Source: an optimization exercise on an open RTL-to-GDS flow (aim: small area). Production flows keep margins and buffers that such runs may drop. RTL that was checked went through simulation tests only; none was proved equivalent to the original. No functional check of the RTL was part of run 1. Power figures rest on the tool's default switching activity, not on a simulated workload.

==> design.v <==
`timescale 1 ps / 1 ps
`default_nettype none
module ddr4_access_top (
      input  wire         pr_logic_clk_clk,
      input  wire         iopll_locked,
      input  wire         pr_logic_mm_waitrequest,
      input  wire [511:0] pr_logic_mm_readdata,
      input  wire         pr_logic_mm_readdatavalid,
      output reg  [4:0]   pr_logic_mm_burstcount,
      output reg  [511:0] pr_logic_mm_writedata,
      output reg  [30:0]  pr_logic_mm_address,
      output reg          pr_logic_mm_write,
      output reg          pr_logic_mm_read,
      output reg  [63:0]  pr_logic_mm_byteenable,
      output reg          pr_logic_mm_debugaccess,
      input  wire         local_cal_success,
      input  wire         local_cal_fail,
      output wire         ddr4a_global_reset,
      output reg          pr_logic_reset,
      output reg          pr_logic_cra_waitrequest,
      output wire [31:0]  pr_logic_cra_readdata,
      output wire         pr_logic_cra_readdatavalid,
      input  wire [0:0]   pr_logic_cra_burstcount,
      input  wire [31:0]  pr_logic_cra_writedata,
      input  wire [13:0]  pr_logic_cra_address,
      input  wire         pr_logic_cra_write,
      input  wire         pr_logic_cra_read,
      input  wire [3:0]   pr_logic_cra_byteenable,
      input  wire         pr_logic_cra_debugaccess,
      input  wire         pr_logic_reset_reset_n
   );
   wire clk   = pr_logic_clk_clk;
   wire rst_n = pr_logic_reset_reset_n;
   reg cs1, cs2, cf1, cf2;
   always @(posedge clk or negedge rst_n) begin
      if (!rst_n) begin
         cs1 <= 1'b0; cs2 <= 1'b0; cf1 <= 1'b0; cf2 <= 1'b0;
      end else begin
         cs1 <= local_cal_success; cs2 <= cs1;
         cf1 <= local_cal_fail;    cf2 <= cf1;
      end
   end
   wire cal_success = cs2;
   wire cal_fail    = cf2;
   reg         first;           
   reg  [31:0] r1, r2, r4, r5, r6, r7;
   reg  [31:0] cnt_q;           
   reg         pass_d, sw_d;
   reg         cs_q, cf_q, iop_q;
   reg  [1:0]  err_q;
   reg         post_wr_pulse;
   reg  [31:0] rdata;
   reg         rvalid;
   reg         sw_reset;
   wire        pass, fail;
   wire        ddr_access_completed;
   reg         clear_start_operation;
   reg  [1:0]  pr_op_err;
   wire        addr_ok = ~|pr_logic_cra_address[13:5];
   wire [2:0]  ra      = pr_logic_cra_address[4:2];
   wire        wr_ok   = pr_logic_cra_write & addr_ok;
   function automatic [31:0] merge(input [31:0] old, input [31:0] wd, input [3:0] be);
      merge = { be[3] ? wd[31:24] : old[31:24],
                be[2] ? wd[23:16] : old[23:16],
                be[1] ? wd[15:8]  : old[15:8],
                be[0] ? wd[7:0]   : old[7:0] };
   endfunction
   always @(posedge clk or negedge rst_n) begin
      if (!rst_n) begin
         first <= 1'b1;
         r1 <= 32'h0;
         r2 <= 32'h0;
         r4 <= 32'hcab4_beef;
         r5 <= 32'hdab5_beef;
         r6 <= 32'hdad6_beef;
         r7 <= 32'hebb7_beef;
         post_wr_pulse <= 1'b0;
         rvalid <= 1'b0;
         sw_reset <= 1'b0;
      end else begin
         first <= 1'b0;
         post_wr_pulse <= wr_ok && (ra == 3'd2);
         if (wr_ok && ra == 3'd1)
            r1 <= merge(r1, pr_logic_cra_writedata, pr_logic_cra_byteenable);
         else if (!pr_logic_cra_write && (clear_start_operation || ddr_access_completed))
            r1[2] <= 1'b0;
         if (wr_ok && ra == 3'd2) r2 <= merge(r2, pr_logic_cra_writedata, pr_logic_cra_byteenable);
         if (wr_ok && ra == 3'd4) r4 <= merge(r4, pr_logic_cra_writedata, pr_logic_cra_byteenable);
         if (wr_ok && ra == 3'd5) r5 <= merge(r5, pr_logic_cra_writedata, pr_logic_cra_byteenable);
         if (wr_ok && ra == 3'd6) r6 <= merge(r6, pr_logic_cra_writedata, pr_logic_cra_byteenable);
         if (wr_ok && ra == 3'd7) r7 <= merge(r7, pr_logic_cra_writedata, pr_logic_cra_byteenable);
         rvalid <= pr_logic_cra_read;
         sw_reset <= r1[3];
      end
   end
   always @(posedge clk) begin
      cs_q   <= cal_success;
      cf_q   <= cal_fail;
      iop_q  <= iopll_locked;
      err_q  <= pr_op_err;
      pass_d <= pass;
      sw_d   <= sw_reset;
      if (first || sw_d) cnt_q <= 32'h0;
      else               cnt_q <= cnt_q + {31'h0, pass_d};
   end
   wire [31:0] reg0 = first ? 32'hace0_beef
                            : {15'h0, iop_q, 2'b00, cf_q, cs_q, 2'b00, err_q, 8'hef};
   wire [31:0] reg3 = first ? 32'hbee3_beef : cnt_q;
   reg [31:0] rsel;
   always @(*) begin
      case (ra)
         3'd0: rsel = reg0;
         3'd1: rsel = r1;
         3'd2: rsel = r2;
         3'd3: rsel = reg3;
         3'd4: rsel = r4;
         3'd5: rsel = r5;
         3'd6: rsel = r6;
         default: rsel = r7;
      endcase
   end
   always @(posedge clk) rdata <= addr_ok ? rsel : 32'haabb_ccdd;
   assign pr_logic_cra_readdata      = rdata;
   assign pr_logic_cra_readdatavalid = rvalid;
   always @(*) pr_logic_cra_waitrequest = first;
   wire [1:0]  mode        = r1[1:0];
   wire        start_operation = r1[2];
   wire        emif_reset  = r1[4];
   wire        load_seed   = r1[5];
   wire [7:0]  limit       = r1[15:8];
   wire [31:0] mem_addr    = r2;
   wire [31:0] seed        = r4;
   always @(*) pr_logic_reset = sw_reset | ~rst_n;
   reg start_operation_q, clear_pr_op_err;
   wire max_retry_cal_reached;
   always @(posedge clk or negedge rst_n) begin
      if (!rst_n) begin
         pr_op_err <= 2'b0; start_operation_q <= 1'b0; clear_pr_op_err <= 1'b0;
      end else if (sw_reset) begin
         pr_op_err <= 2'b0; start_operation_q <= 1'b0; clear_pr_op_err <= 1'b0;
      end else begin
         start_operation_q <= start_operation;
         clear_pr_op_err   <= ~start_operation_q & start_operation;
         if (clear_pr_op_err) pr_op_err <= 2'b0;
         else                 pr_op_err <= {fail, max_retry_cal_reached};
      end
   end
   reg [1:0] recal_counter;    
   reg [7:0] rst_counter;
   reg       gr_q, gr, emif_reset_q, emif_sw_reset;
   reg       start_recalibration, reset_recal_counter;
   assign max_retry_cal_reached = recal_counter[1];
   wire rst_blk_busy = ~rst_counter[7] | gr;
   assign ddr4a_global_reset = gr;
   always @(posedge clk or negedge rst_n) begin
      if (!rst_n) begin
         recal_counter <= 2'b0;
         rst_counter <= 8'b0;
         gr_q <= 1'b0; gr <= 1'b0; emif_reset_q <= 1'b0; emif_sw_reset <= 1'b0;
      end else begin
         if (sw_reset || reset_recal_counter) recal_counter <= 2'b0;
         else if (start_recalibration)        recal_counter <= {recal_counter[0], ~recal_counter[0]};
         if (start_recalibration || emif_sw_reset) rst_counter <= 8'b0;
         else if (!rst_counter[7])                 rst_counter <= rst_counter + 8'd1;
         gr_q <= ~rst_counter[7];
         gr   <= gr_q;
         emif_reset_q  <= emif_reset;
         emif_sw_reset <= emif_reset & ~emif_reset_q;
      end
   end
   localparam [2:0] M_IDLE = 3'd0, M_CAL = 3'd1, M_WAIT = 3'd2, M_RETRY = 3'd3, M_DDR = 3'd4;
   reg [2:0] m_state, m_next;
   reg       start_traffic_generator;
   always @(*) begin
      m_next = M_IDLE;
      case (m_state)
         M_IDLE:
            if (start_operation && !ddr_access_completed && !max_retry_cal_reached) m_next = M_CAL;
            else m_next = M_IDLE;
         M_CAL:
            case ({cal_success, cal_fail})
               2'b00: m_next = M_WAIT;
               2'b01: m_next = max_retry_cal_reached ? M_IDLE : M_RETRY;
               2'b10: m_next = M_DDR;
               default: m_next = M_IDLE;
            endcase
         M_WAIT:
            if (!rst_blk_busy && (cal_success || cal_fail)) m_next = M_CAL;
            else m_next = M_WAIT;
         M_RETRY: m_next = M_WAIT;
         default: m_next = start_operation ? M_DDR : M_IDLE;
      endcase
   end
   always @(posedge clk or negedge rst_n) begin
      if (!rst_n) begin
         m_state <= M_IDLE;
         clear_start_operation <= 1'b0;
         start_recalibration <= 1'b0;
         start_traffic_generator <= 1'b0;
         reset_recal_counter <= 1'b0;
      end else if (sw_reset) begin
         m_state <= M_IDLE;
         clear_start_operation <= 1'b0;
         start_recalibration <= 1'b0;
         start_traffic_generator <= 1'b0;
         reset_recal_counter <= 1'b0;
      end else begin
         m_state <= m_next;
         clear_start_operation <= (m_next == M_IDLE && max_retry_cal_reached && cal_fail) ||
                                  (m_next == M_DDR && ddr_access_completed && start_operation);
         start_recalibration <= (m_next == M_RETRY);
         start_traffic_generator <= (m_next == M_DDR) && !(ddr_access_completed && start_operation);
         reset_recal_counter <= (m_next == M_CAL) && max_retry_cal_reached && cal_success;
      end
   end
   reg [31:0] lfsr;
   always @(posedge clk or negedge rst_n) begin
      if (!rst_n)          lfsr <= 32'b0;
      else if (sw_reset)   lfsr <= 32'b0;
      else if (load_seed)  lfsr <= seed;
      else lfsr <= {lfsr[0], lfsr[31], ~(lfsr[30] ^ lfsr[0]), lfsr[29:27],
                    ~(lfsr[26] ^ lfsr[0]), ~(lfsr[25] ^ lfsr[0]), lfsr[24:1]};
   end
   localparam [1:0] T_IDLE = 2'd0, T_ACTIVE = 2'd1, T_WAIT = 2'd2;
   reg  [1:0]  t_state, t_next;
   reg         start_traffic_generator_q;
   reg         completed_q;
   reg  [30:0] initial_addr;
   reg  [30:0] target_address;
   reg  [31:0] target_seed;      
   wire [31:0] final_addr   = (mode == 2'b00) ? 32'h003f_ffff : mem_addr + {24'h0, limit};
   wire        at_final     = (target_address == final_addr[30:0]);
   wire        start_ddr_wr_rd = (t_state != T_IDLE);
   assign      ddr_access_completed = completed_q;
   always @(*) begin
      case (t_state)
         T_IDLE:   t_next = (!(at_final && |target_address) && start_traffic_generator) ? T_ACTIVE : T_IDLE;
         T_ACTIVE: t_next = at_final ? T_IDLE : T_WAIT;
         default:  t_next = (pass | fail) ? T_ACTIVE : T_WAIT;
      endcase
   end
   always @(posedge clk or negedge rst_n) begin
      if (!rst_n) begin
         t_state <= T_IDLE;
         completed_q <= 1'b0;
         start_traffic_generator_q <= 1'b0;
         target_address <= 31'b0;
      end else if (sw_reset) begin
         t_state <= T_IDLE;
         completed_q <= 1'b0;
         start_traffic_generator_q <= 1'b0;
         target_address <= 31'b0;
      end else begin
         t_state <= t_next;
         completed_q <= (t_next == T_IDLE) && at_final && |target_address;
         start_traffic_generator_q <= start_traffic_generator;
         if (!start_ddr_wr_rd)   target_address <= initial_addr;
         else if (pass || fail)  target_address <= target_address + 31'd1;
      end
   end
   always @(posedge clk or negedge rst_n) begin
      if (!rst_n)             initial_addr <= 31'b0;
      else if (post_wr_pulse) initial_addr <= mem_addr[30:0];
   end
   always @(posedge clk) begin
      if (pass || (start_traffic_generator && !start_traffic_generator_q))
         target_seed <= lfsr;
   end
   localparam [3:0] D_IDLE = 4'd0, D_WR = 4'd1, D_WWD1 = 4'd2, D_WWD0 = 4'd3,
                    D_RD = 4'd4, D_WRA1 = 4'd5, D_WRA0 = 4'd6, D_WRD = 4'd7,
                    D_PASS = 4'd8, D_FAIL = 4'd9;
   reg  [3:0]  d_state, d_next;
   reg  [31:0] wr_seed;       
   reg  [31:0] ref_seed;      
   reg  [30:0] ref_addr;
   wire [511:0] ref_data;
   wire [511:0] wr_data;
   wire         rd_match = (pr_logic_mm_readdata == ref_data);
   always @(*) begin
      case (d_state)
         D_IDLE: d_next = start_ddr_wr_rd ? D_WR : D_IDLE;
         D_WR:   d_next = pr_logic_mm_waitrequest ? D_WWD1 : D_WWD0;
         D_WWD1, D_WWD0: d_next = pr_logic_mm_waitrequest ? D_WWD1 : D_RD;
         D_RD:   d_next = pr_logic_mm_waitrequest ? D_WRA1 : D_WRA0;
         D_WRA1, D_WRA0: d_next = pr_logic_mm_waitrequest ? D_WRA1 : D_WRD;
         D_WRD:  d_next = pr_logic_mm_readdatavalid ? (rd_match ? D_PASS : D_FAIL) : D_WRD;
         default: d_next = D_IDLE;
      endcase
   end
   always @(posedge clk or negedge rst_n) begin
      if (!rst_n)        d_state <= D_IDLE;
      else if (sw_reset) d_state <= D_IDLE;
      else               d_state <= d_next;
   end
   assign pass = (d_state == D_PASS);
   assign fail = (d_state == D_FAIL);
   always @(*) begin
      pr_logic_mm_write = (d_state == D_WR) || (d_state == D_WWD1);
      pr_logic_mm_read  = (d_state == D_RD) || (d_state == D_WRA1);
   end
   wire capture = (d_state == D_IDLE) && start_ddr_wr_rd;
   always @(posedge clk) begin
      wr_seed <= target_seed;
      if (capture) begin
         ref_seed <= target_seed;
         ref_addr <= target_address;
      end
   end
   function automatic [511:0] expand(input [31:0] r);
      expand = {
         ~{r[31:10]},~{r[9:0],r[31:22]},~{r[21:0]},
         ~{r[31:10]},~{r[9:0],r[31:22]}, {r[21:0]},
         ~{r[31:10]}, {r[9:0],r[31:22]},~{r[21:0]},
         ~{r[31:10]}, {r[9:0],r[31:22]}, {r[21:0]},
          {r[31:10]},~{r[9:0],r[31:22]},~{r[21:0]},
          {r[31:10]},~{r[9:0],r[31:22]}, {r[21:0]},
          {r[31:10]}, {r[9:0],r[31:22]},~{r[21:0]},
          {r[31:10]}, {r[9:0],r[31:22]}, {r[21:0]} };
   endfunction
   assign ref_data = expand(ref_seed);
   assign wr_data  = expand(wr_seed);
   always @(*) begin
      pr_logic_mm_writedata   = wr_data;
      pr_logic_mm_address     = ref_addr;
      pr_logic_mm_byteenable  = {64{1'b1}};
      pr_logic_mm_burstcount  = 5'd1;
      pr_logic_mm_debugaccess = 1'b0;
   end
endmodule
==> flow/run.sh <==
#!/bin/bash
# Standard ORFS layout, with the smallest buffer (buf_1) on every input and
# output port instead of the one buffer_ports picks by itself.
set -euo pipefail
bash standard.sh "BUFFER_PORTS_ARGS=-buffer_cell sky130_fd_sc_hd__buf_1" finish > flow_make.log 2>&1
==> standard.sh <==
#!/bin/bash
# synth_recipe.tcl (not shown) runs the flow's synth.tcl, then flattens the netlist and writes it again
# the make line also repeats each setting of config.mk as NAME=value (left out here)
make -C /OpenROAD-flow-scripts/flow DESIGN_CONFIG=/design/flow/config.mk WORK_HOME=/design/flow/orfs CLKGATE_MAP_FILE= SYNTH_SCRIPT=/design/flow/synth_recipe.tcl "${@:-finish}"
==> config.mk <==
export PLATFORM = sky130hd
export DESIGN_NAME = ddr4_access_top
export DESIGN_NICKNAME = ddr4_access_top
export VERILOG_FILES = /design/flow/design.v
export SDC_FILE = /design/flow/constraint.sdc
export NUM_CORES = 4
export LEC_CHECK = 0
export CAP_MARGIN = 20
export CORE_AREA = 10 10 410 410
export DIE_AREA = 0 0 420 420
export SLEW_MARGIN = 20
==> constraint.sdc <==
create_clock -name core_clock -period 5.0 [get_ports {pr_logic_clk_clk}]
set_input_delay 1.0000 -clock core_clock [delete_from_list [all_inputs] [get_ports {pr_logic_clk_clk}]]
set_output_delay 1.0000 -clock core_clock [all_outputs]
set_load 0.01 [all_outputs]
==> results of run 1 <==
## power breakdown
group	switching, mW	internal [mW]
combinational	0.894	0.411
sequential	0.182	4.49
clock	1.95	2.45
## routing by layer
| metal | share of wire | wire, microns | vias to the layer above |
|---|---|---|---|
| li1 | - | - | 12700 |
| met1 | 0.36 | 78500 | 14800 |
| met2 | 0.51 | 111000 | 1529 |
| met3 | 0.067 | 14500 | 388 |
| met4 | 0.064 | 13900 | 28 |
| met5 | 0.00085 | 186 | - |
## state kept, by name, indices dropped and copies added (netlist names), 32 cells and up
register,flops
r7,32
r2,32
target_seed,32
r1,32
lfsr,32
cnt_q,32
r4,32
rdata,32
r5,32
ref_seed,32
wr_seed,32
r6,32
## worst max-delay path by stage
stage	slack, ns	depth (start not counted)	end	start
final	0.43	11	d_state[0]	ref_seed[29]
after global routing	0.20	11	d_state[0]	ref_seed[29]
after CTS	0.36	11	d_state[0]	ref_seed[29]
after detailed placement	0.42	12	d_state[0]	pr_logic_mm_readdata[477]
after global placement	0.45	12	d_state[0]	pr_logic_mm_readdata[477]
after floorplan	1.13	3	ref_addr[0]	d_state[1]
## cells in the final DEF, fill, tap and decap left out, types with 60 or more instances in the layout
cell type / n
o21ai_0: 150
mux2_2: 242
conb_1: 71
clkbuf_16: 61
buf_1: 1145
xor2_1: 94
nand4_1: 60
dfrtp_1: 232
buf_4: 143
edfxtp_1: 95
nand2_1: 192
a21oi_1: 123
nand3_1: 75
xnor2_1: 78
inv_1: 108
nor2_1: 268
dfxtp_1: 101
nor4_1: 61
dfstp_2: 93
## kinds of logic after synthesis
group	synth area share
xor gates and xnor gates	0.0478
muxes	0.104
DFF	0.419
buffers and inverters	0.155
AOI/OAI and AO/OA	0.121
adders and majority gates	0.00580
other	0.000238
and+or+nand+nor	0.147
## layout make-up
type | count | area share
flip-flops and latches | 525 | 0.352
multi-input cells | 2047 | 0.366
clock buffers | 78 | 0.0437
well taps | 2072 | 0.0691
inverters | 109 | 0.0109
diodes | 43 | 0.00287
repair buffers | 1297 | 0.147
clock inverters | 38 | 0.00887
## worst max-delay path, stage by stage, from the launching register on
cell      delay [ns]
edfxtp_1        0.87
o22ai_1         0.55
a221o_1         0.49
nor4_1          0.29
nand4_1         0.13
nor4_1          0.21
nand4_1         0.55
buf_4           0.35
or4_1           0.46
o21ai_0         0.22
buf_4           0.17
a21boi_0        0.09
## metrics by stage
stage,power (mW),cell area (sq um)
after floorplan,5.35,31800
after global placement,6.03,35400
after detailed placement,6.05,35400
after CTS,10.5,37400
after global routing,10.8,37500
final,10.4,37500
==> results by group, run 1 <==
Synth
  – Top post-synthesis cells by count: 520 x buf_4, 268 x nor2_1, 242 x mux2_2
  – Post-synthesis sequential area ratio: 0.419
  – Asr flop ratio synth: 0.623
  – Post-Synthesis Cells: 3,284
  – Post-synth top area cell: dfrtp_1
  – Most frequent cell after synthesis: buf_4
  – Share of the synthesized area in the top cell type: 0.186
  – Avg Cell Area, Syn: 9.60 sq um
  – Post-synth cell types: 85
  – Synthesized area: 31,500 sq um
  – Top FF cell, synth: dfrtp_1
  – Synth area leaders: dfrtp_1 19%, buf_4 12%, edfxtp_1 9.1%
  – Post-synth EDFFs: 95
  – Ys Warns: 1
  – #FFs+latches synth: about 530

Critical path
  – Worst-case reg-to-reg path depth: 11
  – Crit path required time: around 5.5 ns
  – Reg2reg start: ref_seed[29]
  – Reg2reg end: d_state[0]
  – CP Data Arrival Time: 5.07 ns
  – Startpoint Class: flip-flop
  – Critical path type: reg2reg
  – CP max FO: 10
  – Critical Path End Type: flip-flop
  – Reg2Reg Setup Slack: 0.43 ns

Placed design
  – Placement Setup Slack: about 0.42 ns
  – Hpwl dp: 184,000 microns
  – Placer Congestion: 1.00
  – Dpl cells: approximately 6,000
  – Buffers added on ports: ~1,100

Global routing
  – Routing usage on met3: 0.0520
  – First-pass GRT wire length: about 280,000 microns
  – Largest net degree at the start of global routing: 166
  – Met2 usage: 0.415
  – Met1 usage: 0.249
  – Busiest grt layer: met2
  – Vias in the first global route: between 20,000 and 30,000
  – Initial antenna violation count: 89
  – Grt ovf: 0
  – Total global-route track usage: 0.232

Timing
  – F_max: approximately 220 MHz
  – Slew Limit Headroom: 0.247
  – Clock skew: 0.0672 ns
  – Final setup vio count: 0
  – Hold Slack: between 0.2 and 0.25 ns
  – RSZ-0062 raised after global routing: false
  – Worst Tran Pin Value: around 1.1 ns
  – Final hold vios: 0
  – Fin crit share: 0.914
  – Min cycle time layout: 4.57 ns
  – PnR worst setup slack: 0.429 ns
  – Final max-slew violation count: 0
  – Final setup TNS: 0 ns

Route
  – Post-DR vias/cell: 4.74
  – Wire length per cell: 35.1 microns
  – Routed Antenna Nets: 0
  – Post-Route WL: 218,000 microns
  – First drt pass iteration count: 6
  – Via count: around 29,000
  – DRC viols: 0
  – 1st-iter DRT viols: 2,466

Floorplanning
  – Core area: roughly 160,000 sq um
  – Starting Density: 0.199
  – Row count: 146
  – I/O Pins: 1,224
  – Overall die area: roughly 180,000 sq um
  – Die Y: approximately 420 microns
  – DIE WIDTH: 420 microns

Power
  – Cell area power density: ~280 nW/um^2
  – VDD IR max: 282 uV
  – P_leak: ~14 nW

Clock tree
  – Post-cts resize count: 0
  – # H-tree levels: 2
  – Clock latency on the worst-skew pair: roughly 0.68 ns
  – Post-CTS Repair Setup Buffers: 0
  – Clk sinks: 525
  – Hold_buf cts: 0
  – CTS root buf: clkbuf_16
  – CTS Buffer Depth: 3
  – CTS clk-pin slew, worst paths: 0.06 ns
  – CTS tree: built
  – TritonCTS Buffers: between 60 and 70

Finish
  – Fill cells: 17,400
  – Multi-input gate area: 13,700 sq um
  – Nets: 4,628
  – Sequential cell area: 13,200 sq um
  – Layout area overhead: 19.0%
  – Non-filler cells, final: 6,209
  – Fraction of layout cells with a size suffix above 1: 0.149
  – Fin util: 0.236

Flow run
  – Max Cap Viol: 0

Worst hold path
  – Worst Hold Class: in2async

Outcome
  – Status: no timing/DRC/antenna violations
==> run 2, diff against run 1 <==
--- a/design.v
+++ b/design.v
@@ -49,5 +49,4 @@
    reg         cs_q, cf_q, iop_q;
    reg  [1:0]  err_q;
-   reg         post_wr_pulse;
    reg  [31:0] rdata;
    reg         rvalid;
@@ -75,10 +74,8 @@
          r6 <= 32'hdad6_beef;
          r7 <= 32'hebb7_beef;
-         post_wr_pulse <= 1'b0;
          rvalid <= 1'b0;
          sw_reset <= 1'b0;
       end else begin
          first <= 1'b0;
-         post_wr_pulse <= wr_ok && (ra == 3'd2);
          if (wr_ok && ra == 3'd1)
             r1 <= merge(r1, pr_logic_cra_writedata, pr_logic_cra_byteenable);
@@ -104,21 +101,24 @@
       else               cnt_q <= cnt_q + {31'h0, pass_d};
    end
-   wire [31:0] reg0 = first ? 32'hace0_beef
-                            : {15'h0, iop_q, 2'b00, cf_q, cs_q, 2'b00, err_q, 8'hef};
-   wire [31:0] reg3 = first ? 32'hbee3_beef : cnt_q;
-   reg [31:0] rsel;
-   always @(*) begin
-      case (ra)
-         3'd0: rsel = reg0;
-         3'd1: rsel = r1;
-         3'd2: rsel = r2;
-         3'd3: rsel = reg3;
-         3'd4: rsel = r4;
-         3'd5: rsel = r5;
-         3'd6: rsel = r6;
-         default: rsel = r7;
-      endcase
-   end
-   always @(posedge clk) rdata <= addr_ok ? rsel : 32'haabb_ccdd;
+   wire [7:0] sel;
+   genvar gs;
+   generate
+      for (gs = 0; gs < 8; gs = gs + 1) begin : g_sel
+         assign sel[gs] = addr_ok && (ra == gs);
+      end
+   endgenerate
+   wire sel0_live = sel[0] & ~first;
+   wire sel0_rst  = sel[0] & first;
+   wire sel3_live = sel[3] & ~first;
+   wire sel3_rst  = sel[3] & first;
+   wire [31:0] reg0_live = {15'h0, iop_q, 2'b00, cf_q, cs_q, 2'b00, err_q, 8'h00};
+   wire [31:0] rmux =
+        ({32{sel0_live}} & reg0_live)   | ({32{sel[0]}} & 32'h0000_00ef) |
+        ({32{sel0_rst}} & 32'hace0_be00) |
+        ({32{sel[1]}} & r1) | ({32{sel[2]}} & r2) |
+        ({32{sel3_live}} & cnt_q) | ({32{sel3_rst}} & 32'hbee3_beef) |
+        ({32{sel[4]}} & r4) | ({32{sel[5]}} & r5) | ({32{sel[6]}} & r6) | ({32{sel[7]}} & r7) |
+        ({32{~addr_ok}} & 32'haabb_ccdd);
+   always @(posedge clk) rdata <= rmux;
    assign pr_logic_cra_readdata      = rdata;
    assign pr_logic_cra_readdatavalid = rvalid;
@@ -215,7 +215,7 @@
    end
    reg [31:0] lfsr;
-   always @(posedge clk or negedge rst_n) begin
-      if (!rst_n)          lfsr <= 32'b0;
-      else if (sw_reset)   lfsr <= 32'b0;
+   always @(posedge clk) begin
+      if (sw_reset)        lfsr <= 32'b0;
+      else if (first)      lfsr <= 32'h2300_0000;
       else if (load_seed)  lfsr <= seed;
       else lfsr <= {lfsr[0], lfsr[31], ~(lfsr[30] ^ lfsr[0]), lfsr[29:27],
@@ -229,6 +229,9 @@
    reg  [30:0] target_address;
    reg  [31:0] target_seed;      
-   wire [31:0] final_addr   = (mode == 2'b00) ? 32'h003f_ffff : mem_addr + {24'h0, limit};
-   wire        at_final     = (target_address == final_addr[30:0]);
+   wire [30:0] lim_w    = {23'h0, limit};
+   wire [30:0] carry_in = target_address ^ mem_addr[30:0] ^ lim_w;
+   wire [30:0] carry_out = (mem_addr[30:0] & lim_w) | ((mem_addr[30:0] | lim_w) & ~target_address);
+   wire        at_sum   = ~carry_in[0] & (carry_in[30:1] == carry_out[29:0]);
+   wire        at_final = (mode == 2'b00) ? (target_address == 31'h003f_ffff) : at_sum;
    wire        start_ddr_wr_rd = (t_state != T_IDLE);
    assign      ddr_access_completed = completed_q;
@@ -245,26 +248,35 @@
          completed_q <= 1'b0;
          start_traffic_generator_q <= 1'b0;
-         target_address <= 31'b0;
       end else if (sw_reset) begin
          t_state <= T_IDLE;
          completed_q <= 1'b0;
          start_traffic_generator_q <= 1'b0;
-         target_address <= 31'b0;
       end else begin
          t_state <= t_next;
-         completed_q <= (t_next == T_IDLE) && at_final && |target_address;
+         completed_q <= !first && (t_next == T_IDLE) && at_final && |target_address;
          start_traffic_generator_q <= start_traffic_generator;
-         if (!start_ddr_wr_rd)   target_address <= initial_addr;
-         else if (pass || fail)  target_address <= target_address + 31'd1;
       end
    end
-   always @(posedge clk or negedge rst_n) begin
-      if (!rst_n)             initial_addr <= 31'b0;
-      else if (post_wr_pulse) initial_addr <= mem_addr[30:0];
+   always @(posedge clk) begin
+      if (sw_reset || first)  target_address <= 31'b0;
+      else if (!start_ddr_wr_rd) target_address <= initial_addr;
+      else if (pass || fail)  target_address <= target_address + 31'd1;
    end
+   always @(posedge clk) initial_addr <= mem_addr[30:0];
    always @(posedge clk) begin
       if (pass || (start_traffic_generator && !start_traffic_generator_q))
          target_seed <= lfsr;
    end
+   function automatic [511:0] expand(input [31:0] r);
+      expand = {
+         ~{r[31:10]},~{r[9:0],r[31:22]},~{r[21:0]},
+         ~{r[31:10]},~{r[9:0],r[31:22]}, {r[21:0]},
+         ~{r[31:10]}, {r[9:0],r[31:22]},~{r[21:0]},
+         ~{r[31:10]}, {r[9:0],r[31:22]}, {r[21:0]},
+          {r[31:10]},~{r[9:0],r[31:22]},~{r[21:0]},
+          {r[31:10]},~{r[9:0],r[31:22]}, {r[21:0]},
+          {r[31:10]}, {r[9:0],r[31:22]},~{r[21:0]},
+          {r[31:10]}, {r[9:0],r[31:22]}, {r[21:0]} };
+   endfunction
    localparam [3:0] D_IDLE = 4'd0, D_WR = 4'd1, D_WWD1 = 4'd2, D_WWD0 = 4'd3,
                     D_RD = 4'd4, D_WRA1 = 4'd5, D_WRA0 = 4'd6, D_WRD = 4'd7,
@@ -276,5 +288,17 @@
    wire [511:0] ref_data;
    wire [511:0] wr_data;
-   wire         rd_match = (pr_logic_mm_readdata == ref_data);
+   localparam [511:0] INV = expand(32'h0);
+   wire [511:0] rd_adj = pr_logic_mm_readdata ^ INV;
+   wire [31:0]  grp_ok;
+   genvar gj;
+   generate
+      for (gj = 0; gj < 32; gj = gj + 1) begin : g_cmp
+         localparam [511:0] POS = expand(32'h1 << gj) ^ INV;
+         wire all1 = &(rd_adj | ~POS);
+         wire all0 = ~|(rd_adj & POS);
+         assign grp_ok[gj] = ref_seed[gj] ? all1 : all0;
+      end
+   endgenerate
+   wire         rd_match = &grp_ok;
    always @(*) begin
       case (d_state)
@@ -307,15 +331,4 @@
       end
    end
-   function automatic [511:0] expand(input [31:0] r);
-      expand = {
-         ~{r[31:10]},~{r[9:0],r[31:22]},~{r[21:0]},
-         ~{r[31:10]},~{r[9:0],r[31:22]}, {r[21:0]},
-         ~{r[31:10]}, {r[9:0],r[31:22]},~{r[21:0]},
-         ~{r[31:10]}, {r[9:0],r[31:22]}, {r[21:0]},
-          {r[31:10]},~{r[9:0],r[31:22]},~{r[21:0]},
-          {r[31:10]},~{r[9:0],r[31:22]}, {r[21:0]},
-          {r[31:10]}, {r[9:0],r[31:22]},~{r[21:0]},
-          {r[31:10]}, {r[9:0],r[31:22]}, {r[21:0]} };
-   endfunction
    assign ref_data = expand(ref_seed);
    assign wr_data  = expand(wr_seed);
==> flow/run.sh (replaced) <==
#!/bin/bash
# The standard ORFS layout (standard.sh), with these changes:
# - the smallest buffer (buf_1) on every input and output port;
# - pins on met2 and met4 at the top and bottom edges (met3 at the sides);
# - one tie cell per constant instead of one per constant output;
# - a clock tree of small buffers without dummy loads.
set -euo pipefail
export CTS_ARGS="-sink_clustering_enable -repair_clock_nets -dont_use_dummy_load -buf_list sky130_fd_sc_hd__clkbuf_8 -sink_clustering_size 15 -sink_clustering_max_diameter 50"
bash standard.sh "BUFFER_PORTS_ARGS=-buffer_cell sky130_fd_sc_hd__buf_1" "IO_PLACER_V=met2 met4" "SKIP_REPAIR_TIE_FANOUT=1" finish > flow_make.log 2>&1
--- a/config.mk
+++ b/config.mk
@@ -7,5 +7,6 @@
 export LEC_CHECK = 0
 export CAP_MARGIN = 20
-export CORE_AREA = 10 10 410 410
-export DIE_AREA = 0 0 420 420
+export CORE_AREA = 10 10 290 290
+export DIE_AREA = 0 0 300 300
+export PLACE_DENSITY = 0.75
 export SLEW_MARGIN = 20
==> results by group, run 2 <==
Placed design
  – Buffers added on ports: 1,149 (unchanged)
  – Placement Setup Slack: 0.547 ns (was 0.415 ns)
  – Placer Congestion: 1.03 (was 1.00)
  – Hpwl dp: 111,000 microns (was 184,000 microns)

Global routing
  – Vias in the first global route: 22,900 (was 29,300)
  – Grt ovf: 0 (unchanged)
  – Initial antenna violation count: 70 (was 89)
  – Largest net degree at the start of global routing: 144 (was 166)
  – Total global-route track usage: 0.274 (was 0.232)
  – First-pass GRT wire length: 177,000 microns (was 277,000 microns)

Critical path
  – Reg2reg start: target_address[0] (was ref_seed[29])
  – Crit path required time: 4.00 ns (was 5.49 ns)
  – CP max FO: 9 (was 10)
  – CP Data Arrival Time: 2.81 ns (was 5.07 ns)
  – Reg2Reg Setup Slack: 1.58 ns (was 0.43 ns)
  – Startpoint Class: flip-flop (unchanged)
  – Critical Path End Type: output pin (was flip-flop)
  – Worst-case reg-to-reg path depth: 7 (was 11)
  – Reg2reg end: completed_q (was d_state[0])
  – Critical path type: reg2out (was reg2reg)

Floorplanning
  – Die Y: 300 microns (was 420 microns)
  – Row count: 102 (was 146)
  – Core area: 77,600 sq um (was 159,000 sq um)
  – Overall die area: 90,000 sq um (was 176,000 sq um)
  – DIE WIDTH: 300 microns (was 420 microns)
  – Starting Density: 0.348 (was 0.199)
  – I/O Pins: 1,224 (unchanged)

Synth
  – Top FF cell, synth: dfxtp_1 (was dfrtp_1)
  – Avg Cell Area, Syn: 10.6 sq um (was 9.60 sq um)
  – Share of the synthesized area in the top cell type: 0.146 (was 0.186)
  – Post-synth top area cell: dfxtp_1 (was dfrtp_1)
  – Post-synthesis sequential area ratio: 0.471 (was 0.419)
  – Top post-synthesis cells by count: 523 x buf_4, 197 x dfxtp_1, 185 x mux2_2 (was 520 x buf_4, 268 x nor2_1, 242 x mux2_2)
  – Post-synth cell types: 73 (was 85)
  – Asr flop ratio synth: 0.443 (was 0.623)
  – #FFs+latches synth: 524 (was 525)
  – Most frequent cell after synthesis: buf_4 (unchanged)
  – Post-synth EDFFs: 95 (unchanged)
  – Synthesized area: 27,000 sq um (was 31,500 sq um)
  – Ys Warns: 1 (unchanged)
  – Synth area leaders: dfxtp_1 15%, buf_4 15%, dfrtp_1 13% (was dfrtp_1 19%, buf_4 12%, edfxtp_1 9.1%)
  – Post-Synthesis Cells: 2,549 (was 3,284)

Worst hold path
  – Worst Hold Class: reg2reg (was in2async)
  – Min-delay src: target_seed[4]
  – WHS Path Cells: 0
  – Hold EP: wr_seed[4]

Power
  – Logic pwr share: 0.115 (was 0.126)
  – Clock share of power: 0.277 (was 0.424)
  – Reg power frac: 0.609 (was 0.450)
  – Int Power: 5.45 mW (was 7.35 mW)
  – Cell area power density: 252 nW/um^2 (was 276 nW/um^2)
  – Sw Pwr: 1.99 mW (was 3.02 mW)
  – Sw Ratio: 0.268 (was 0.292)
  – VDD IR max: 165 uV (was 282 uV)
  – P_leak: 10.0 nW (was 14.0 nW)

Timing
  – Worst Tran Pin Value: 1.13 ns (was 1.10 ns)
  – Final hold vios: 0 (unchanged)
  – RSZ-0062 raised after global routing: false (unchanged)
  – Final setup TNS: 0 ns (unchanged)
  – Slew Limit Headroom: 0.244 (was 0.247)
  – Final setup vio count: 0 (unchanged)
  – Clock skew: 0.0514 ns (was 0.0672 ns)
  – Min cycle time layout: 3.81 ns (was 4.57 ns)
  – F_max: 262 MHz (was 219 MHz)
  – Final max-slew violation count: 0 (unchanged)
  – Fin crit share: 0.762 (was 0.914)
  – PnR worst setup slack: 1.19 ns (was 0.429 ns)

Route
  – 1st-iter DRT viols: 2,463 (was 2,466)
  – Via count: 23,700 (was 29,500)
  – Wire length per cell: 30.8 microns (was 35.1 microns)
  – Routed Antenna Nets: 0 (unchanged)
  – First drt pass iteration count: 7 (was 6)
  – Post-Route WL: 132,000 microns (was 218,000 microns)
  – DRC viols: 0 (unchanged)
  – Post-DR vias/cell: 5.52 (was 4.74)

Flow run
  – Max Cap Viol: 0 (unchanged)

Finish
  – Most common cell after layout, fill and taps aside: buf_1 (unchanged)
  – Layout area overhead: 9.29% (was 19.0%)
  – Nets: 3,809 (was 4,628)
  – Fraction of layout cells with a size suffix above 1: 0.126 (was 0.149)
  – Most frequent cells in the layout: 1,148 x buf_1, 197 x dfxtp_1, 185 x mux2_2, 173 x nor2_1, 170 x nand4_1 (was 1,145 x buf_1, 268 x nor2_1, 242 x mux2_2, 232 x dfrtp_1, 192 x nand2_1)

Clock tree
  – Clock latency on the worst-skew pair: 0.62 ns (was 0.68 ns)
  – Post-CTS Repair Setup Buffers: 0 (unchanged)
  – CTS Buffer Depth: 3 (unchanged)
  – Hold_buf cts: 0 (unchanged)
  – CTS tree: built (unchanged)
  – # H-tree levels: 2 (unchanged)
  – CTS root buf: clkbuf_8 (was clkbuf_16)
  – CTS clk-pin slew, worst paths: 0.09 ns (was 0.06 ns)
  – TritonCTS Buffers: 42 (was 61)
  – Clk sinks: 524 (was 525)
  – Post-cts resize count: 0 (unchanged)

Outcome
  – Status: no timing/DRC/antenna violations (unchanged)
[run 2: final cells by class]
| type | count | area [sq um] |
|---|---|---|
| Fill cell | 7974 | 48100 |
| Sequential cell | 524 | 12700 |
| Multi-Input combinational cell | 1373 | 9890 |
| Timing Repair Buffer | 1183 | 4600 |
| Tap cell | 1040 | 1300 |
| Clock buffer | 42 | 578 |
| Inverter | 77 | 289 |
| Antenna cell | 52 | 130 |
[run 2: routing by layer]
metal | routed length [microns] | GRT usage
met4 | 8140 | 0.156
met3 | 14900 | 0.106
met2 | 59500 | 0.422
met5 | 250 | 0.0146
met1 | 49600 | 0.323
[run 2: worst max path at each step]
stage                                    startpoint                         end  depth (start not counted)
final                                   wr_seed[24]  pr_logic_mm_writedata[376]                          2
after global routing                    wr_seed[24]  pr_logic_mm_writedata[376]                          2
after CTS                               wr_seed[24]  pr_logic_mm_writedata[376]                          2
after detailed placement  pr_logic_mm_readdata[206]                  d_state[0]                          9
after global placement    pr_logic_mm_readdata[206]                  d_state[0]                          9
after floorplan                          d_state[1]                 ref_addr[0]                          3
[run 2: power groups by stage]
| stage | clock, mW | combinational (mW) | sequential, mW |
|---|---|---|---|
| final | 2.06 | 0.852 | 4.53 |
| after global routing | 2.26 | 0.931 | 4.54 |
| after CTS | 2.11 | 0.849 | 4.52 |
| after detailed placement | 0 | 0.846 | 4.61 |
| after global placement | 0 | 0.825 | 4.61 |
| after floorplan | 0 | 0.508 | 4.55 |
[run 2: worst max-delay path, stage by stage (launching register included)]
cell and delay, ns:
dfxtp_1 1.05, inv_1 0.80, buf_1 0.32
[run 2: logic make-up after synthesis]
kind of cell / count (synthesis) / share of synthesized area
xor gates and xnor gates: 92 / 0.0298
DFF: 524 / 0.471
AOI/OAI and AO/OA: 247 / 0.0646
buffers and inverters: 652 / 0.164
muxes: 228 / 0.0934
and+or+nand+nor: 769 / 0.158
other: 2 / 0.000278
adders and majority gates: 35 / 0.0184
[run 2: through the flow]
stage	instance area (sq um)	instances	util	hold WS, ns	total power [mW]
after floorplan	27000	2549	-	0.324	5.05
after global placement	28800	4196	0.371	0.330	5.44
after detailed placement	28800	4197	0.371	0.335	5.46
after CTS	29400	4239	0.379	0.351	7.48
after global routing	29500	4273	0.380	0.361	7.73
final	29500	4291	0.380	0.350	7.44
==> run 3, diff against run 2 <==
--- a/flow/run.sh
+++ b/flow/run.sh
@@ -6,4 +6,4 @@
 # - a clock tree of small buffers without dummy loads.
 set -euo pipefail
-export CTS_ARGS="-sink_clustering_enable -repair_clock_nets -dont_use_dummy_load -buf_list sky130_fd_sc_hd__clkbuf_8 -sink_clustering_size 15 -sink_clustering_max_diameter 50"
+export CTS_ARGS="-sink_clustering_enable -repair_clock_nets -dont_use_dummy_load -buf_list sky130_fd_sc_hd__clkbuf_8 -sink_clustering_size 17 -sink_clustering_max_diameter 55"
 bash standard.sh "BUFFER_PORTS_ARGS=-buffer_cell sky130_fd_sc_hd__buf_1" "IO_PLACER_V=met2 met4" "SKIP_REPAIR_TIE_FANOUT=1" finish > flow_make.log 2>&1
==> results by group, run 3 <==
Timing
  – Fin crit share: 0.759 (was 0.762)
  – F_max: 264 MHz (was 262 MHz)
  – Hold Slack: 0.354 ns (was 0.350 ns)
  – Clock skew: 0.0751 ns (was 0.0514 ns)
  – Final max-slew violation count: 0 (unchanged)
  – Final setup TNS: 0 ns (unchanged)
  – Final setup vio count: 0 (unchanged)
  – RSZ-0062 raised after global routing: false (unchanged)
  – Worst Tran Pin Value: 1.10 ns (was 1.13 ns)
  – Min cycle time layout: 3.79 ns (was 3.81 ns)
  – Final hold vios: 0 (unchanged)
  – Slew Limit Headroom: 0.267 (was 0.244)

Floorplanning
  – DIE WIDTH: 300 microns (unchanged)
  – Core area: 77,600 sq um (unchanged)
  – Die Y: 300 microns (unchanged)
  – I/O Pins: 1,224 (unchanged)
  – Overall die area: 90,000 sq um (unchanged)
  – Row count: 102 (unchanged)
  – Starting Density: 0.348 (unchanged)

Clock tree
  – Hold_buf cts: 0 (unchanged)
  – CTS root buf: clkbuf_8 (unchanged)
  – Clock latency on the worst-skew pair: 0.63 ns (was 0.62 ns)
  – CTS tree: built (unchanged)
  – CTS clk-pin slew, worst paths: 0.10 ns (was 0.09 ns)
  – Clk sinks: 524 (unchanged)
  – CTS Buffer Depth: 3 (unchanged)
  – TritonCTS Buffers: 37 (was 42)
  – Post-CTS Repair Setup Buffers: 0 (unchanged)
  – Post-cts resize count: 0 (unchanged)
  – # H-tree levels: 2 (unchanged)

Route
  – Wire length per cell: 30.9 microns (was 30.8 microns)
  – Post-DR vias/cell: 5.51 (was 5.52)
  – Routed Antenna Nets: 0 (unchanged)
  – 1st-iter DRT viols: 2,567 (was 2,463)
  – DRC viols: 0 (unchanged)
  – First drt pass iteration count: 6 (was 7)
  – Post-Route WL: 132,000 microns (about the same)
  – Via count: 23,600 (was 23,700)

Synth
  – Synthesized area: 27,000 sq um (unchanged)
  – Share of the synthesized area in the top cell type: 0.146 (unchanged)
  – Ys Warns: 1 (unchanged)
  – Top FF cell, synth: dfxtp_1 (unchanged)
  – Synth area leaders: dfxtp_1 15%, buf_4 15%, dfrtp_1 13% (unchanged)
  – Asr flop ratio synth: 0.443 (unchanged)
  – Post-Synthesis Cells: 2,549 (unchanged)
  – Post-synth top area cell: dfxtp_1 (unchanged)
  – Top post-synthesis cells by count: 523 x buf_4, 197 x dfxtp_1, 185 x mux2_2 (unchanged)
  – #FFs+latches synth: 524 (unchanged)
  – Post-synth cell types: 73 (unchanged)
  – Avg Cell Area, Syn: 10.6 sq um (unchanged)
  – Post-synth EDFFs: 95 (unchanged)
  – Most frequent cell after synthesis: buf_4 (unchanged)
  – Post-synthesis sequential area ratio: 0.471 (unchanged)

Finish
  – Most frequent cells in the layout: 1,148 x buf_1, 197 x dfxtp_1, 185 x mux2_2, 173 x nor2_1, 170 x nand4_1 (unchanged)
  – Fill cells: 7,983 (was 7,974)
  – Nets: 3,804 (was 3,809)
  – Design Area, Final: 29,400 sq um (was 29,500 sq um)
  – Most common cell after layout, fill and taps aside: buf_1 (unchanged)
  – Fraction of layout cells with a size suffix above 1: 0.125 (was 0.126)
  – Layout area overhead: 8.98% (was 9.29%)

Placed design
  – Hpwl dp: 111,000 microns (unchanged)
  – Buffers added on ports: 1,149 (unchanged)
  – Placer Congestion: 1.03 (unchanged)
  – Placed inst area: 28,800 sq um (unchanged)

Critical path
  – CP delay by family, top: buffers and inverters (unchanged)
  – Critical Path End Type: output pin (unchanged)
  – Critical path buffer and inverter count: 2 (unchanged)
  – Crit-path cells: inv_1, buf_1 (unchanged)
  – CP max FO: 9 (unchanged)
  – Slowest CP cell: dfxtp_1 (unchanged)
  – Critical path type: reg2out (unchanged)
  – CP Data Arrival Time: 2.79 ns (was 2.81 ns)
  – Crit path required time: 4.00 ns (about the same)
  – Critical path's largest stage delay: 1.05 ns (about the same)
  – Startpoint Class: flip-flop (unchanged)

Power
  – P_leak: 9.98 nW (was 10.0 nW)
  – Sw Pwr: 1.97 mW (was 1.99 mW)
  – Cell area power density: 249 nW/um^2 (was 252 nW/um^2)
  – Sw Ratio: 0.269 (was 0.268)
  – Logic pwr share: 0.116 (was 0.115)
  – Reg power frac: 0.617 (was 0.609)
  – Int Power: 5.36 mW (was 5.45 mW)
  – VDD IR max: 166 uV (was 165 uV)
  – Clock share of power: 0.267 (was 0.277)

Global routing
  – Grt ovf: 0 (unchanged)
  – Largest net degree at the start of global routing: 144 (unchanged)
  – First-pass GRT wire length: 177,000 microns (about the same)
  – Vias in the first global route: 22,900 (about the same)
  – Initial antenna violation count: 67 (was 70)
  – Total global-route track usage: 0.274 (about the same)

Worst hold path
  – Worst Hold Class: reg2reg (unchanged)

Flow run
  – Max Cap Viol: 0 (unchanged)

Outcome
  – Status: no timing/DRC/antenna violations (unchanged)
[run 3: cell counts after synthesis]
Identical to the previous run, type by type.
[run 3: cells by family after synthesis]
family                   synth area share
multiplexers                       0.0934
XOR/XNOR                           0.0298
AND/OR/NAND/NOR                     0.158
buffers and inverters               0.164
adder cells (fa/ha/maj)            0.0184
flip-flops                          0.471
other                            0.000278
AO/OA/AOI/OAI                      0.0646
[run 3: metal layers]
layer / part of all wire / GRT usage / vias to the layer above
met5: 0.0027 / 0.0146 / -
met2: 0.45 / 0.424 / 1549
met4: 0.059 / 0.155 / 33
met1: 0.38 / 0.324 / 11400
li1: - / - / 10100
met3: 0.11 / 0.104 / 554
[run 3: final timing paths]
kind | cells past startpoint | slack [ns] | endpoint | from
max | 2 | 1.21 | pr_logic_mm_writedata[376] | wr_seed[24]
min | 0 | 0.35 | err_q[0] | pr_op_err[0]
max reg2reg | 7 | 1.57 | completed_q | target_address[0]
min reg2reg | 0 | 0.35 | err_q[0] | pr_op_err[0]
max in group asynchronous | 2 | 3.39 | r2[20] | pr_logic_reset_reset_n
min in group asynchronous | 1 | 0.40 | m_state[2] | pr_logic_reset_reset_n
[run 3: stage by stage]
stage	setup slack, ns	util	power, mW	instances
finish	1.21	0.379	7.33	4281
floorplan	0.765	-	5.05	2549
global route	1.12	0.379	7.63	4267
global placement	0.511	0.371	5.44	4196
CTS	1.19	0.378	7.37	4234
detailed placement	0.547	0.371	5.46	4197
[run 3: power groups by stage]
stage | clock (mW) | sequential, mW | combinational, mW
final | 1.96 | 4.53 | 0.850
after global routing | 2.15 | 4.54 | 0.931
after CTS | 2.00 | 4.53 | 0.848
after detailed placement | 0 | 4.61 | 0.846
after global placement | 0 | 4.61 | 0.825
after floorplan | 0 | 4.55 | 0.508
[run 3: layout make-up]
class | instances | area, sq um | area share
diodes | 47 | 118 | 0.00400
well taps | 1040 | 1300 | 0.0442
multi-input cells | 1373 | 9890 | 0.336
clock buffers | 37 | 509 | 0.0173
flip-flops and latches | 524 | 12700 | 0.432
inverters | 77 | 289 | 0.00982
repair buffers | 1183 | 4600 | 0.156
==> run 4, diff against run 3 <==
--- a/design.v
+++ b/design.v
@@ -59,4 +59,14 @@
    wire [2:0]  ra      = pr_logic_cra_address[4:2];
    wire        wr_ok   = pr_logic_cra_write & addr_ok;
+   function automatic [31:0] inc32(input [31:0] x, input ci);
+      reg [32:0] c;
+      integer i;
+      begin
+         c[0] = ci;
+         for (i = 0; i < 32; i = i + 1)
+            c[i+1] = c[i] & x[i];
+         inc32 = x ^ c[31:0];
+      end
+   endfunction
    function automatic [31:0] merge(input [31:0] old, input [31:0] wd, input [3:0] be);
       merge = { be[3] ? wd[31:24] : old[31:24],
@@ -99,5 +109,5 @@
       sw_d   <= sw_reset;
       if (first || sw_d) cnt_q <= 32'h0;
-      else               cnt_q <= cnt_q + {31'h0, pass_d};
+      else               cnt_q <= inc32(cnt_q, pass_d);
    end
    wire [7:0] sel;
@@ -162,5 +172,5 @@
          else if (start_recalibration)        recal_counter <= {recal_counter[0], ~recal_counter[0]};
          if (start_recalibration || emif_sw_reset) rst_counter <= 8'b0;
-         else if (!rst_counter[7])                 rst_counter <= rst_counter + 8'd1;
+         else                                      rst_counter <= inc32({24'h0, rst_counter}, ~rst_counter[7]);
          gr_q <= ~rst_counter[7];
          gr   <= gr_q;
@@ -261,5 +271,5 @@
       if (sw_reset || first)  target_address <= 31'b0;
       else if (!start_ddr_wr_rd) target_address <= initial_addr;
-      else if (pass || fail)  target_address <= target_address + 31'd1;
+      else                    target_address <= inc32({1'b0, target_address}, pass | fail);
    end
    always @(posedge clk) initial_addr <= mem_addr[30:0];
--- a/flow/run.sh
+++ b/flow/run.sh
@@ -6,4 +6,4 @@
 # - a clock tree of small buffers without dummy loads.
 set -euo pipefail
-export CTS_ARGS="-sink_clustering_enable -repair_clock_nets -dont_use_dummy_load -buf_list sky130_fd_sc_hd__clkbuf_8 -sink_clustering_size 17 -sink_clustering_max_diameter 55"
+export CTS_ARGS="-sink_clustering_enable -repair_clock_nets -dont_use_dummy_load -buf_list {sky130_fd_sc_hd__clkbuf_8 sky130_fd_sc_hd__clkbuf_16} -root_buf sky130_fd_sc_hd__clkbuf_8 -tree_buf sky130_fd_sc_hd__clkbuf_8 -sink_clustering_buffer sky130_fd_sc_hd__clkbuf_16 -sink_clustering_size 30 -sink_clustering_max_diameter 70"
 bash standard.sh "BUFFER_PORTS_ARGS=-buffer_cell sky130_fd_sc_hd__buf_1" "IO_PLACER_V=met2 met4" "SKIP_REPAIR_TIE_FANOUT=1" finish > flow_make.log 2>&1
==> results by group, run 4 <==
Synth
  – Mux contribution to synthesized area: 0.0933 (was 0.0934)
  – Avg Cell Area, Syn: 10.9 sq um (was 10.6 sq um)
  – Post-Synthesis Cells: 2,448 (was 2,549)
  – Post-synth top area cell: dfxtp_1 (unchanged)
  – Ys Warns: 1 (unchanged)
  – Compound-Gate Fraction of Synth Area: 0.0548 (was 0.0646)
  – Post-synth EDFFs: 95 (unchanged)
  – Post-synth cell types: 57 (was 73)
  – Synth area leaders: dfxtp_1 15%, buf_4 15%, dfrtp_1 13% (unchanged)
  – Synthesized area: 26,600 sq um (was 27,000 sq um)
  – Largest family of logic cells by synthesized area: buffers and inverters (unchanged)
  – Most frequent cell after synthesis: buf_4 (unchanged)
  – Post-synthesis sequential area ratio: 0.478 (was 0.471)
  – Adder-cell share of the synthesized area: 0.0484 (was 0.0184)
  – Top FF cell, synth: dfxtp_1 (unchanged)
  – Share of the synthesized area in the top cell type: 0.148 (was 0.146)
  – Fraction of synthesized cell area in xor and xnor cells: 0.0128 (was 0.0298)
  – Top post-synthesis cells by count: 518 x buf_4, 197 x dfxtp_1, 192 x mux2_1 (was 523 x buf_4, 197 x dfxtp_1, 185 x mux2_2)
  – Post-synthesis simple-gate area fraction: 0.149 (was 0.158)
  – Asr flop ratio synth: 0.443 (unchanged)
  – #FFs+latches synth: 524 (unchanged)

Critical path
  – Crit path required time: 5.59 ns (was 4.00 ns)
  – Critical path's largest stage delay: 0.38 ns (was 1.05 ns)
  – Critical path type: reg2reg (was reg2out)
  – Top cell by count, worst path: ha_4
  – Reg2reg end: target_address[30] (was completed_q)
  – CP max FO: 2 (was 9)
  – CP Launch Point: d_state[2] (was wr_seed[24])
  – Worst-case reg-to-reg path depth: 35 (was 7)
  – Critical Path End Type: flip-flop (was output pin)
  – CP endpoint: target_address[30] (was pr_logic_mm_writedata[376])
  – CP Data Arrival Time: 6.21 ns (was 2.79 ns)
  – Slowest CP cell: dfrtp_1 (was dfxtp_1)
  – Reg2reg start: d_state[2] (was target_address[0])
  – Reg2Reg Setup Slack: -0.62 ns (was 1.57 ns)
  – Startpoint Class: flip-flop (unchanged)

Global routing
  – Initial antenna violation count: 88 (was 67)
  – Total global-route track usage: 0.280 (was 0.274)
  – Grt ovf: 0 (unchanged)
  – Largest net degree at the start of global routing: 83 (was 144)
  – Vias in the first global route: 22,500 (was 22,900)
  – First-pass GRT wire length: 180,000 microns (was 177,000 microns)

Route
  – Post-Route WL: 135,000 microns (was 132,000 microns)
  – 1st-iter DRT viols: 2,610 (was 2,567)
  – Wire length per cell: 32.1 microns (was 30.9 microns)
  – Via count: 23,100 (was 23,600)
  – DRC viols: 0 (unchanged)
  – First drt pass iteration count: 9 (was 6)
  – Routed Antenna Nets: 0 (unchanged)
  – Post-DR vias/cell: 5.50 (was 5.51)

Clock tree
  – # H-tree levels: 1 (was 2)
  – CTS root buf: clkbuf_8 (unchanged)
  – CTS Buffer Depth: 3 (unchanged)
  – Hold_buf cts: 0 (unchanged)
  – Clk sinks: 524 (unchanged)
  – TritonCTS Buffers: 22 (was 37)
  – CTS clk-pin slew, worst paths: 0.11 ns (was 0.10 ns)
  – CTS tree: built (unchanged)
  – Clock latency on the worst-skew pair: 0.67 ns (was 0.63 ns)

Floorplanning
  – Starting Density: 0.343 (was 0.348)
  – Core area: 77,600 sq um (unchanged)
  – DIE WIDTH: 300 microns (unchanged)
  – Overall die area: 90,000 sq um (unchanged)
  – Die Y: 300 microns (unchanged)
  – I/O Pins: 1,224 (unchanged)
  – Row count: 102 (unchanged)

Finish
  – Fraction of layout cells with a size suffix above 1: 0.0907 (was 0.125)
  – Fill cells: 7,782 (was 7,983)
  – Nets: 3,770 (was 3,804)
  – Fin util: 0.388 (was 0.379)
  – Most frequent cells in the layout: 1,148 x buf_1, 195 x dfxtp_1, 192 x mux2_1, 151 x nand4_1, 138 x dfrtp_1 (was 1,148 x buf_1, 197 x dfxtp_1, 185 x mux2_2, 173 x nor2_1, 170 x nand4_1)
  – Layout area overhead: 13.1% (was 8.98%)
  – Most common cell after layout, fill and taps aside: buf_1 (unchanged)

Timing
  – Final setup TNS: -3.30 ns (was 0 ns)
  – Clock skew: 0.0607 ns (was 0.0751 ns)
  – Fin crit share: 1.12 (was 0.759)
  – Final hold vios: 0 (unchanged)
  – Final setup vio count: 9 (was 0)
  – Slew Limit Headroom: 0.261 (was 0.267)
  – PnR worst setup slack: -0.621 ns (was 1.21 ns)
  – RSZ-0062 raised after global routing: true (was false)
  – F_max: 178 MHz (was 264 MHz)
  – Min cycle time layout: 5.62 ns (was 3.79 ns)
  – Worst Tran Pin Value: 1.11 ns (was 1.10 ns)
  – Final max-slew violation count: 0 (unchanged)

Placed design
  – Hpwl dp: 115,000 microns (was 111,000 microns)
  – Buffers added on ports: 1,149 (unchanged)
  – Placer Congestion: 0.993 (was 1.03)
  – Placement Setup Slack: -0.547 ns (was 0.547 ns)

Worst hold path
  – Worst Hold Class: in2async (was reg2reg)

Flow run
  – Max Cap Viol: 0 (unchanged)

Outcome
  – Failed Checks: negative setup slack
  – Status: failed layout checks (was no timing/DRC/antenna violations)

Power
  – Clock share of power: 0.277 (was 0.267)
  – P_leak: 10.5 nW (was 9.98 nW)
  – Logic pwr share: 0.108 (was 0.116)
  – Reg power frac: 0.616 (was 0.617)
  – Sw Ratio: 0.255 (was 0.269)
  – VDD IR max: 330 uV (was 166 uV)
  – Sw Pwr: 1.85 mW (was 1.97 mW)
  – Int Power: 5.40 mW (was 5.36 mW)
  – Cell area power density: 241 nW/um^2 (was 249 nW/um^2)
==> run 4: layout make-up <==
class / instances / area [sq um] / share of cell area
Clock buffer: 22 / 517 / 0.0172
Antenna cell: 63 / 158 / 0.00524
Sequential cell: 524 / 12700 / 0.423
Timing Repair Buffer: 1200 / 4740 / 0.158
Tap cell: 1040 / 1300 / 0.0433
Inverter: 66 / 248 / 0.00824
Multi-Input combinational cell: 1285 / 10400 / 0.345
==> run 4: power groups by stage <==
stage / combinational, mW / sequential, mW / clock, mW
after global placement: 0.747 / 4.54 / 0
after global routing: 0.869 / 4.47 / 2.18
after floorplan: 0.391 / 4.51 / 0
after detailed placement: 0.761 / 4.55 / 0
final: 0.780 / 4.46 / 2.01
after CTS: 0.770 / 4.46 / 2.05
==> run 4: critical path, delay by kind of cell (launching register included) <==
family,cells,cell delay [ns]
AOI/OAI and AO/OA,1,0.22
DFF,1,0.38
xor gates and xnor gates,1,0.13
buffers and inverters,1,0.05
adders and majority gates,30,4.60
and+or+nand+nor,2,0.14
==> run 4: how the worst min path moves through the flow <==
stage                     slack [ns]  cells after the start              startpoint        to
after floorplan                 0.32                      0            pr_op_err[0]  err_q[0]
after global routing            0.16                      1  pr_logic_reset_reset_n    r1[17]
after CTS                       0.15                      1  pr_logic_reset_reset_n    r1[17]
after global placement          0.33                      0            pr_op_err[1]  err_q[1]
final                           0.17                      1  pr_logic_reset_reset_n    r1[20]
after detailed placement        0.34                      0            pr_op_err[1]  err_q[1]
==> run 4: metal layers <==
| metal | GRT usage | vias to the layer above | wire length [microns] |
|---|---|---|---|
| met5 | 0.0103 | - | 384 |
| met4 | 0.168 | 40 | 9900 |
| met3 | 0.112 | 583 | 15300 |
| met2 | 0.450 | 1547 | 62000 |
| met1 | 0.310 | 11100 | 47100 |
| li1 | - | 9771 | - |
==> run 4: timing repair <==
item / 4_1_cts / 5_1_grt
cloned: 0 / 0
endpoints found under the hold margin: 0 / 0
pin swaps: 11 / 6
resized for setup: 5 / 7
endpoints found under the setup margin: 10 / 11
setup buffers: 2 / 2
==> run 4: stage by stage <==
| step | instance area (sq um) | hold WS [ns] | power (mW) | std cells |
|---|---|---|---|---|
| 6_report | 30100 | 0.174 | 7.25 | 4200 |
| 5_1_grt | 30000 | 0.161 | 7.52 | 4176 |
| 4_1_cts | 29800 | 0.147 | 7.28 | 4133 |
| 3_5_place_dp | 29300 | 0.339 | 5.31 | 4109 |
| 3_3_place_gp | 29300 | 0.327 | 5.29 | 4109 |
| 2_1_floorplan | 27400 | 0.324 | 4.90 | 2448 |
==> run 4: cell families (layout without fill, tap and decap cells) <==
logic type | after synthesis | in the layout
AND/OR/NAND/NOR | 720 | 720
adder cells (fa/ha/maj) | 98 | 98
multiplexers | 224 | 224
AO/OA/AOI/OAI | 202 | 202
XOR/XNOR | 39 | 39
buffers and inverters | 639 | 1288
flip-flops | 524 | 524
other | 2 | 65
==> run 5, diff against run 4 <==
==> flow/run.sh (replaced) <==
#!/bin/bash
# The standard ORFS layout (standard.sh), with these changes:
# - the smallest buffer (buf_1) on every input and output port;
# - pins on met2 and met4 at the top and bottom edges (met3 at the sides);
# - one tie cell per constant instead of one per constant output;
# - a clock tree of small buffers without dummy loads.
set -euo pipefail
export CTS_ARGS="-sink_clustering_enable -repair_clock_nets -dont_use_dummy_load -buf_list sky130_fd_sc_hd__clkbuf_8 -sink_clustering_size 15 -sink_clustering_max_diameter 50"
bash standard.sh "BUFFER_PORTS_ARGS=-buffer_cell sky130_fd_sc_hd__buf_1" "IO_PLACER_V=met2 met4" "SKIP_REPAIR_TIE_FANOUT=1" finish > flow_make.log 2>&1
==> results by group, run 5 <==
Clock tree
  – CTS root buf: clkbuf_8 (unchanged)
  – Clock latency on the worst-skew pair: 0.61 ns (was 0.67 ns)
  – TritonCTS Buffers: 43 (was 22)
  – CTS tree: built (unchanged)
  – CTS clk-pin slew, worst paths: 0.09 ns (was 0.11 ns)
  – CTS Buffer Depth: 3 (unchanged)
  – Clk sinks: 524 (unchanged)
  – # H-tree levels: 2 (was 1)
  – Hold_buf cts: 0 (unchanged)

Finish
  – Most common cell after layout, fill and taps aside: buf_1 (unchanged)
  – Fill cells: 7,786 (was 7,782)
  – Fin util: 0.388 (about the same)
  – Fraction of layout cells with a size suffix above 1: 0.0965 (was 0.0907)
  – Nets: 3,791 (was 3,770)
  – Non-filler cells, final: 4,212 (was 4,200)
  – Layout area overhead: 13.2% (was 13.1%)
  – Most frequent cells in the layout: 1,148 x buf_1, 195 x dfxtp_1, 192 x mux2_1, 151 x nand4_1, 138 x dfrtp_1 (unchanged)

Route
  – First drt pass iteration count: 9 (unchanged)
  – 1st-iter DRT viols: 2,468 (was 2,610)
  – DRC viols: 0 (unchanged)
  – Post-Route WL: 135,000 microns (about the same)
  – Wire length per cell: 32.0 microns (was 32.1 microns)
  – Routed Antenna Nets: 0 (unchanged)
  – Via count: 23,200 (was 23,100)
  – Post-DR vias/cell: 5.50 (about the same)

Global routing
  – Grt ovf: 0 (unchanged)
  – Total global-route track usage: 0.281 (was 0.280)
  – Initial antenna violation count: 86 (was 88)
  – Largest net degree at the start of global routing: 83 (unchanged)
  – First-pass GRT wire length: 180,000 microns (about the same)
  – Vias in the first global route: 22,600 (was 22,500)

Critical path
  – Reg2Reg Setup Slack: -0.59 ns (was -0.62 ns)
  – Reg2reg end: target_address[30] (unchanged)
  – Top cell by count, worst path: ha_4 (unchanged)
  – CP Data Arrival Time: 6.12 ns (was 6.21 ns)
  – CP max FO: 2 (unchanged)
  – Worst-case reg-to-reg path depth: 35 (unchanged)
  – Critical Path End Type: flip-flop (unchanged)
  – Reg2reg start: d_state[2] (unchanged)
  – Critical path's largest stage delay: 0.37 ns (was 0.38 ns)
  – Crit path required time: 5.53 ns (was 5.59 ns)
  – Slowest CP cell: dfrtp_1 (unchanged)
  – Critical path type: reg2reg (unchanged)
  – Startpoint Class: flip-flop (unchanged)

Timing
  – Worst Tran Pin Value: 1.03 ns (was 1.11 ns)
  – RSZ-0062 raised after global routing: true (unchanged)
  – Final setup vio count: 9 (unchanged)
  – Final max-slew violation count: 0 (unchanged)
  – Final hold vios: 0 (unchanged)
  – PnR worst setup slack: -0.587 ns (was -0.621 ns)
  – Fin crit share: 1.12 (about the same)
  – Final setup TNS: -2.98 ns (was -3.30 ns)
  – F_max: 179 MHz (was 178 MHz)
  – Slew Limit Headroom: 0.312 (was 0.261)
  – Min cycle time layout: 5.59 ns (was 5.62 ns)
  – Clock skew: 0.0513 ns (was 0.0607 ns)

Synth
  – Post-synth cell types: 57 (unchanged)
  – Post-synth top area cell: dfxtp_1 (unchanged)
  – Post-synthesis simple-gate area fraction: 0.149 (unchanged)
  – Avg Cell Area, Syn: 10.9 sq um (unchanged)
  – Asr flop ratio synth: 0.443 (unchanged)
  – Share of the synthesized area in the top cell type: 0.148 (unchanged)
  – Most frequent cell after synthesis: buf_4 (unchanged)
  – Post-synth EDFFs: 95 (unchanged)
  – Post-synthesis sequential area ratio: 0.478 (unchanged)
  – Adder-cell share of the synthesized area: 0.0484 (unchanged)
  – Ys Warns: 1 (unchanged)
  – #FFs+latches synth: 524 (unchanged)
  – Fraction of synthesized cell area in xor and xnor cells: 0.0128 (unchanged)
  – Post-Synthesis Cells: 2,448 (unchanged)
  – Top FF cell, synth: dfxtp_1 (unchanged)
  – Compound-Gate Fraction of Synth Area: 0.0548 (unchanged)
  – Synthesized area: 26,600 sq um (unchanged)
  – Largest family of logic cells by synthesized area: buffers and inverters (unchanged)
  – Top post-synthesis cells by count: 518 x buf_4, 197 x dfxtp_1, 192 x mux2_1 (unchanged)
  – Mux contribution to synthesized area: 0.0933 (unchanged)
  – Synth area leaders: dfxtp_1 15%, buf_4 15%, dfrtp_1 13% (unchanged)

Floorplanning
  – Overall die area: 90,000 sq um (unchanged)
  – Die Y: 300 microns (unchanged)
  – DIE WIDTH: 300 microns (unchanged)
  – Core area: 77,600 sq um (unchanged)
  – I/O Pins: 1,224 (unchanged)
  – Row count: 102 (unchanged)
  – Starting Density: 0.343 (unchanged)

Power
  – P_leak: 10.6 nW (was 10.5 nW)
  – Cell area power density: 243 nW/um^2 (was 241 nW/um^2)
  – Power Total: 7.33 mW (was 7.25 mW)
  – VDD IR max: 264 uV (was 330 uV)

Placed design
  – Placement Setup Slack: -0.547 ns (unchanged)
  – Dpl cells: 4,109 (unchanged)
  – Hpwl dp: 115,000 microns (unchanged)
  – Buffers added on ports: 1,149 (unchanged)
  – Placer Congestion: 0.993 (unchanged)

Outcome
  – Status: failed layout checks (unchanged)
  – Failed Checks: negative setup slack (unchanged)

Worst hold path
  – Worst Hold Class: in2async (unchanged)

Flow run
  – Max Cap Viol: 0 (unchanged)
==> run 5: metal layers <==
metal	vias up	share of wire	global-route usage
met5	-	0.0035	0.0168
met1	11100	0.35	0.305
li1	9787	-	-
met4	40	0.076	0.172
met2	1613	0.46	0.448
met3	603	0.12	0.120
==> run 5: how the worst max path moves through the flow <==
| stage | start | end | slack, ns | cells past startpoint |
|---|---|---|---|---|
| 6_report | d_state[2] | target_address[30] | -0.59 | 35 |
| 5_1_grt | d_state[2] | target_address[30] | -0.73 | 35 |
| 4_1_cts | d_state[1] | target_address[30] | -0.56 | 35 |
| 3_5_place_dp | d_state[2] | target_address[30] | -0.55 | 35 |
| 3_3_place_gp | d_state[1] | target_address[30] | -0.51 | 35 |
| 2_1_floorplan | d_state[3] | target_address[30] | -0.46 | 34 |
==> run 5: kinds of logic after synthesis <==
kind of cell / count (synthesis)
AO/OA/AOI/OAI: 202
XOR/XNOR: 39
adder cells (fa/ha/maj): 98
buffers and inverters: 639
flip-flops: 524
multiplexers: 224
other: 2
AND/OR/NAND/NOR: 720
==> run 5: worst max-delay path, delay by kind of cell (launching register included) <==
family | cells | cell delay (ns)
adders and majority gates | 30 | 4.60
DFF | 1 | 0.37
AOI/OAI and AO/OA | 1 | 0.20
and+or+nand+nor | 2 | 0.13
xor gates and xnor gates | 1 | 0.12
buffers and inverters | 1 | 0.05
==> run 5: cell type report <==
type | instances | area (sq um) | share of cell area
Sequential cell | 524 | 12700 | 0.422
Tap cell | 1040 | 1300 | 0.0432
Timing Repair Buffer | 1200 | 4740 | 0.157
Multi-Input combinational cell | 1285 | 10400 | 0.345
Inverter | 66 | 248 | 0.00823
Clock buffer | 43 | 592 | 0.0196
Antenna cell | 54 | 135 | 0.00449
==> run 5: power breakdown <==
part | leakage (nW) | internal, mW | switching (mW)
sequential | 5.27 | 4.39 | 0.0693
combinational | 5.00 | 0.272 | 0.508
clock | 0.310 | 0.772 | 1.32
total | 10.6 | 5.43 | 1.89
==> run 5: through the flow <==
step	instance area [sq um]	hold slack, ns
2_1_floorplan	27400	0.324
3_3_place_gp	29300	0.327
3_5_place_dp	29300	0.339
4_1_cts	29900	0.238
5_1_grt	30100	0.258
6_report	30100	0.270
==> run 5: timing repair <==
action,4_1_cts,5_1_grt
buffers inserted,2,2
setup endpoints to repair,9,10
pin swaps,12,6
resized for setup,5,6

Check on run 5: ideal ports give -0.587 ns setup slack; a clkbuf_16 on the clock port and buf_2 on the inputs give -0.587 ns; moving port delays by the midpoint clock arrival (0.633 ns) as well gives -0.587 ns.
